From an optimization exercise on the open Yosys and OpenROAD flow, aimed at small area; shortcuts taken in it are not production practice. In this exercise RTL edits were held to simulation tests only and were not proved equivalent to the original. Power is estimated from default activity; no workload was simulated.

==> inputs of try-cedar <==
==> flow/design.v (excerpt) <==
module fsm1_RTL
(
    input logic clk,
    input logic rst,
    input logic [1:0] sw,
    input logic [3:0] btn,
    output logic [3:0] led
);
clock: 5.0 ns
lec_check: 0
abc_area: 1
cap_margin: 20
core_area: 2.5 2.5 72.5 72.5
cts_buf_list: sky130_fd_sc_hd__clkbuf_2 sky130_fd_sc_hd__clkbuf_4
die_area: 0 0 75 75
place_density: 0.65
slew_margin: 20
standard.sh (not shown) runs the stock make flow with config.mk's settings and CLKGATE_MAP_FILE= SYNTH_SCRIPT=/design/flow/synth_recipe.tcl, a recipe that flattens the netlist after the stock synthesis.
==> flow/flow/run.sh <==
#!/bin/bash
# Own layout flow: the standard synthesis, an area re-mapping of its
# combinational logic (registers untouched), then the standard ORFS layout
# with small port buffers and a small clock tree.
set -euo pipefail
cd "$(dirname "$0")/.."
W=$(pwd)
R=$W/orfs/results/${FLOW_PLATFORM}/fsm1_RTL/base

# 1. standard synthesis
bash standard.sh synth > $W/flow_synth.log 2>&1

# 2. re-map the combinational logic for area
cp $R/1_2_yosys.v $W/standard_1_2_yosys.v
rm -f $R/1_synth.odb $R/1_synth.sdc
REMAP_NETLIST=$R/1_2_yosys.v REMAP_ABC=$W/flow/remap.abc \
  yosys -c $W/flow/remap.tcl > $W/flow_remap.log 2>&1

# 3. the rest of the standard layout
bash standard.sh \
  "BUFFER_PORTS_ARGS=-buffer_cell sky130_fd_sc_hd__buf_1" \
  finish > $W/flow_layout.log 2>&1
test -f $W/out/final.def
==> flow/flow/remap.abc <==
strash
dc2
dch -f
map -a
strash
dc2
dch -f
map -a
strash
dc2
dch -f
map -a
==> flow/flow/remap.tcl <==
yosys -import
# Re-map the combinational logic of the standard synthesis netlist for area.
# Registers (dfxtp) stay as they are, with their instance names.
set lib $::env(FLOW_HOME)/platforms/sky130hd/lib/sky130_fd_sc_hd__tt_025C_1v80.lib
set net $::env(REMAP_NETLIST)
read_liberty -ignore_miss_func $lib
read_verilog $net
hierarchy -top $::env(FLOW_TOP)
blackbox sky130_fd_sc_hd__dfxtp_1
flatten
opt_clean
abc -liberty $lib -dont_use sky130_fd_sc_hd__lpflow_bleeder_1 -dont_use sky130_fd_sc_hd__lpflow_clkbufkapwr_1 -dont_use sky130_fd_sc_hd__lpflow_clkbufkapwr_16 -dont_use sky130_fd_sc_hd__lpflow_clkbufkapwr_2 -dont_use sky130_fd_sc_hd__lpflow_clkbufkapwr_4 -dont_use sky130_fd_sc_hd__lpflow_clkbufkapwr_8 -dont_use sky130_fd_sc_hd__lpflow_clkinvkapwr_1 -dont_use sky130_fd_sc_hd__lpflow_clkinvkapwr_16 -dont_use sky130_fd_sc_hd__lpflow_clkinvkapwr_2 -dont_use sky130_fd_sc_hd__lpflow_clkinvkapwr_4 -dont_use sky130_fd_sc_hd__lpflow_clkinvkapwr_8 -dont_use sky130_fd_sc_hd__lpflow_decapkapwr_12 -dont_use sky130_fd_sc_hd__lpflow_decapkapwr_3 -dont_use sky130_fd_sc_hd__lpflow_decapkapwr_4 -dont_use sky130_fd_sc_hd__lpflow_decapkapwr_6 -dont_use sky130_fd_sc_hd__lpflow_decapkapwr_8 -dont_use sky130_fd_sc_hd__lpflow_inputiso0n_1 -dont_use sky130_fd_sc_hd__lpflow_inputiso0p_1 -dont_use sky130_fd_sc_hd__lpflow_inputiso1n_1 -dont_use sky130_fd_sc_hd__lpflow_inputiso1p_1 -dont_use sky130_fd_sc_hd__lpflow_inputisolatch_1 -dont_use sky130_fd_sc_hd__lpflow_isobufsrc_1 -dont_use sky130_fd_sc_hd__lpflow_isobufsrc_16 -dont_use sky130_fd_sc_hd__lpflow_isobufsrc_2 -dont_use sky130_fd_sc_hd__lpflow_isobufsrc_4 -dont_use sky130_fd_sc_hd__lpflow_isobufsrc_8 -dont_use sky130_fd_sc_hd__lpflow_isobufsrckapwr_16 -dont_use sky130_fd_sc_hd__lpflow_lsbuf_lh_hl_isowell_tap_1 -dont_use sky130_fd_sc_hd__lpflow_lsbuf_lh_hl_isowell_tap_2 -dont_use sky130_fd_sc_hd__lpflow_lsbuf_lh_hl_isowell_tap_4 -dont_use sky130_fd_sc_hd__lpflow_lsbuf_lh_isowell_4 -dont_use sky130_fd_sc_hd__lpflow_lsbuf_lh_isowell_tap_1 -dont_use sky130_fd_sc_hd__lpflow_lsbuf_lh_isowell_tap_2 -dont_use sky130_fd_sc_hd__lpflow_lsbuf_lh_isowell_tap_4 -dont_use sky130_fd_sc_hd__probe_p_8 -dont_use sky130_fd_sc_hd__probec_p_8  -script $::env(REMAP_ABC)
opt_clean
hilomap -singleton -hicell sky130_fd_sc_hd__conb_1 HI -locell sky130_fd_sc_hd__conb_1 LO
opt_clean -purge
write_verilog -noattr -noexpr -nohex -nodec $net
stat -liberty $lib
==> try-indigo (differences from try-cedar) <==
==> flow/run.sh (new file) <==
#!/bin/bash
# synth_recipe.tcl (not shown) runs the flow's synth.tcl, then flattens the netlist and writes it again
# the make line also repeats each setting of config.mk as NAME=value (left out here)
make -C /OpenROAD-flow-scripts/flow DESIGN_CONFIG=/design/flow/config.mk WORK_HOME=/design/flow/orfs CLKGATE_MAP_FILE= SYNTH_SCRIPT=/design/flow/synth_recipe.tcl finish
- CORE_AREA: 2.5 2.5 72.5 72.5 -> unset
- CORE_MARGIN: unset -> 2
- CORE_UTILIZATION: unset -> 40
- CTS_BUF_LIST: sky130_fd_sc_hd__clkbuf_2 sky130_fd_sc_hd__clkbuf_4 -> unset
- DIE_AREA: 0 0 75 75 -> unset
removed: flow/flow/run.sh
removed: flow/flow/remap.abc
removed: flow/flow/remap.tcl
removed: flow/standard.sh
==> try-garnet (differences from try-cedar) <==
==> flow/run.sh (new file) <==
#!/bin/bash
# synth_recipe.tcl (not shown) runs the flow's synth.tcl, then flattens the netlist and writes it again
# the make line also repeats each setting of config.mk as NAME=value (left out here)
make -C /OpenROAD-flow-scripts/flow DESIGN_CONFIG=/design/flow/config.mk WORK_HOME=/design/flow/orfs CLKGATE_MAP_FILE= SYNTH_SCRIPT=/design/flow/synth_recipe.tcl finish
- CORE_AREA: 2.5 2.5 72.5 72.5 -> unset
- CORE_MARGIN: unset -> 2
- CORE_UTILIZATION: unset -> 40
- DIE_AREA: 0 0 75 75 -> unset
removed: flow/flow/run.sh
removed: flow/flow/remap.abc
removed: flow/flow/remap.tcl
removed: flow/standard.sh
==> qor summary <==
Area share of and/or/nand/nor cells after synthesis: try-cedar -; try-garnet 0.293; try-indigo 0.293
Share of synthesized area occupied by flip-flops and latches: try-cedar -; try-garnet 0.393; try-indigo 0.393
Placed cell count: try-cedar 195; try-garnet 180; try-indigo 180
Drt total wl: try-cedar 1.43 mm; try-garnet 1.80 mm; try-indigo 1.80 mm
Proportion of register bits with asynchronous set or reset after synthesis: try-cedar -; try-garnet 0; try-indigo 0
Die Width: try-cedar 75 um; try-garnet 53.2 um; try-indigo 53.2 um
Slew at the pin closest to its max-slew limit: try-cedar 0.381 ns; try-garnet 0.341 ns; try-indigo 0.341 ns
Hold-critical path endpoint: try-cedar state_reg.q[3]; try-garnet clockdivider.count[0]; try-indigo clockdivider.count[0]
Area growth from synthesis to final layout: try-cedar 18.4%; try-garnet 17.8%; try-indigo 17.8%
Power of the clock network: try-cedar 0.0000810 W; try-garnet 0.0000779 W; try-indigo 0.0000779 W
Filler Cell Count: try-cedar 526; try-garnet 232; try-indigo 232
Run status: try-cedar complete, no violations; try-garnet complete, no violations; try-indigo complete, no violations
Top cell type's share of synthesized area: try-cedar -; try-garnet 0.393; try-indigo 0.393
Fraction of final layout cells with drive strength greater than 1: try-cedar 0.0303; try-garnet 0.0833; try-indigo 0.0833
Mean instance size in the synthesized netlist: try-cedar 7.22 sq um; try-garnet 6.87 sq um; try-indigo 6.87 sq um
Number of synthesized flops with an enable pin: try-cedar -; try-garnet 0; try-indigo 0
Total routing resource utilization after global routing: try-cedar 0.0620; try-garnet 0.142; try-indigo 0.142
Power density over cell area: try-cedar 274 nW/um^2; try-garnet 254 nW/um^2; try-indigo 254 nW/um^2
Weighted congestion at the end of routability-driven global placement: try-cedar 0.762; try-garnet 0.731; try-indigo 0.731
Share of the synthesized area in compound gates (AO/OA/AOI/OAI): try-cedar -; try-garnet 0.0930; try-indigo 0.0930
Adder and majority gate portion of the synthesized area: try-cedar -; try-garnet 0.116; try-indigo 0.116
Power of the sequential group: try-cedar 0.000166 W; try-garnet 0.000165 W; try-indigo 0.000165 W

static timing again, ports no longer ideal:
No port has a modelled driver above. Below, the same layouts with a new extraction and two added sets of constraints. Step 1: set_driving_cell puts a clkbuf_16 on clk and a buf_2 on each other input, an assumption about the parent block. Step 2 times the ports against the registers' clock, not the clock port: input delays grow and output delays shrink by t, the midpoint of the rising clock arrivals with the driver on. a / b / c = ideal ports / drivers / drivers and shift; a / b = the first two.
| run | t, ns | setup WS [ns] | worst hold slack (ns) |
|---|---|---|---|
| try-cedar | 0.313 | 2.559 / 2.534 / 2.534 | 0.437 / 0.437 / 0.437 |
| try-indigo | 0.315 | 1.821 / 1.796 / 1.796 | 0.432 / 0.432 / 0.432 |
| try-garnet | 0.315 | 1.821 / 1.796 / 1.796 | 0.432 / 0.432 / 0.432 |
After both steps every run listed still meets setup and hold.
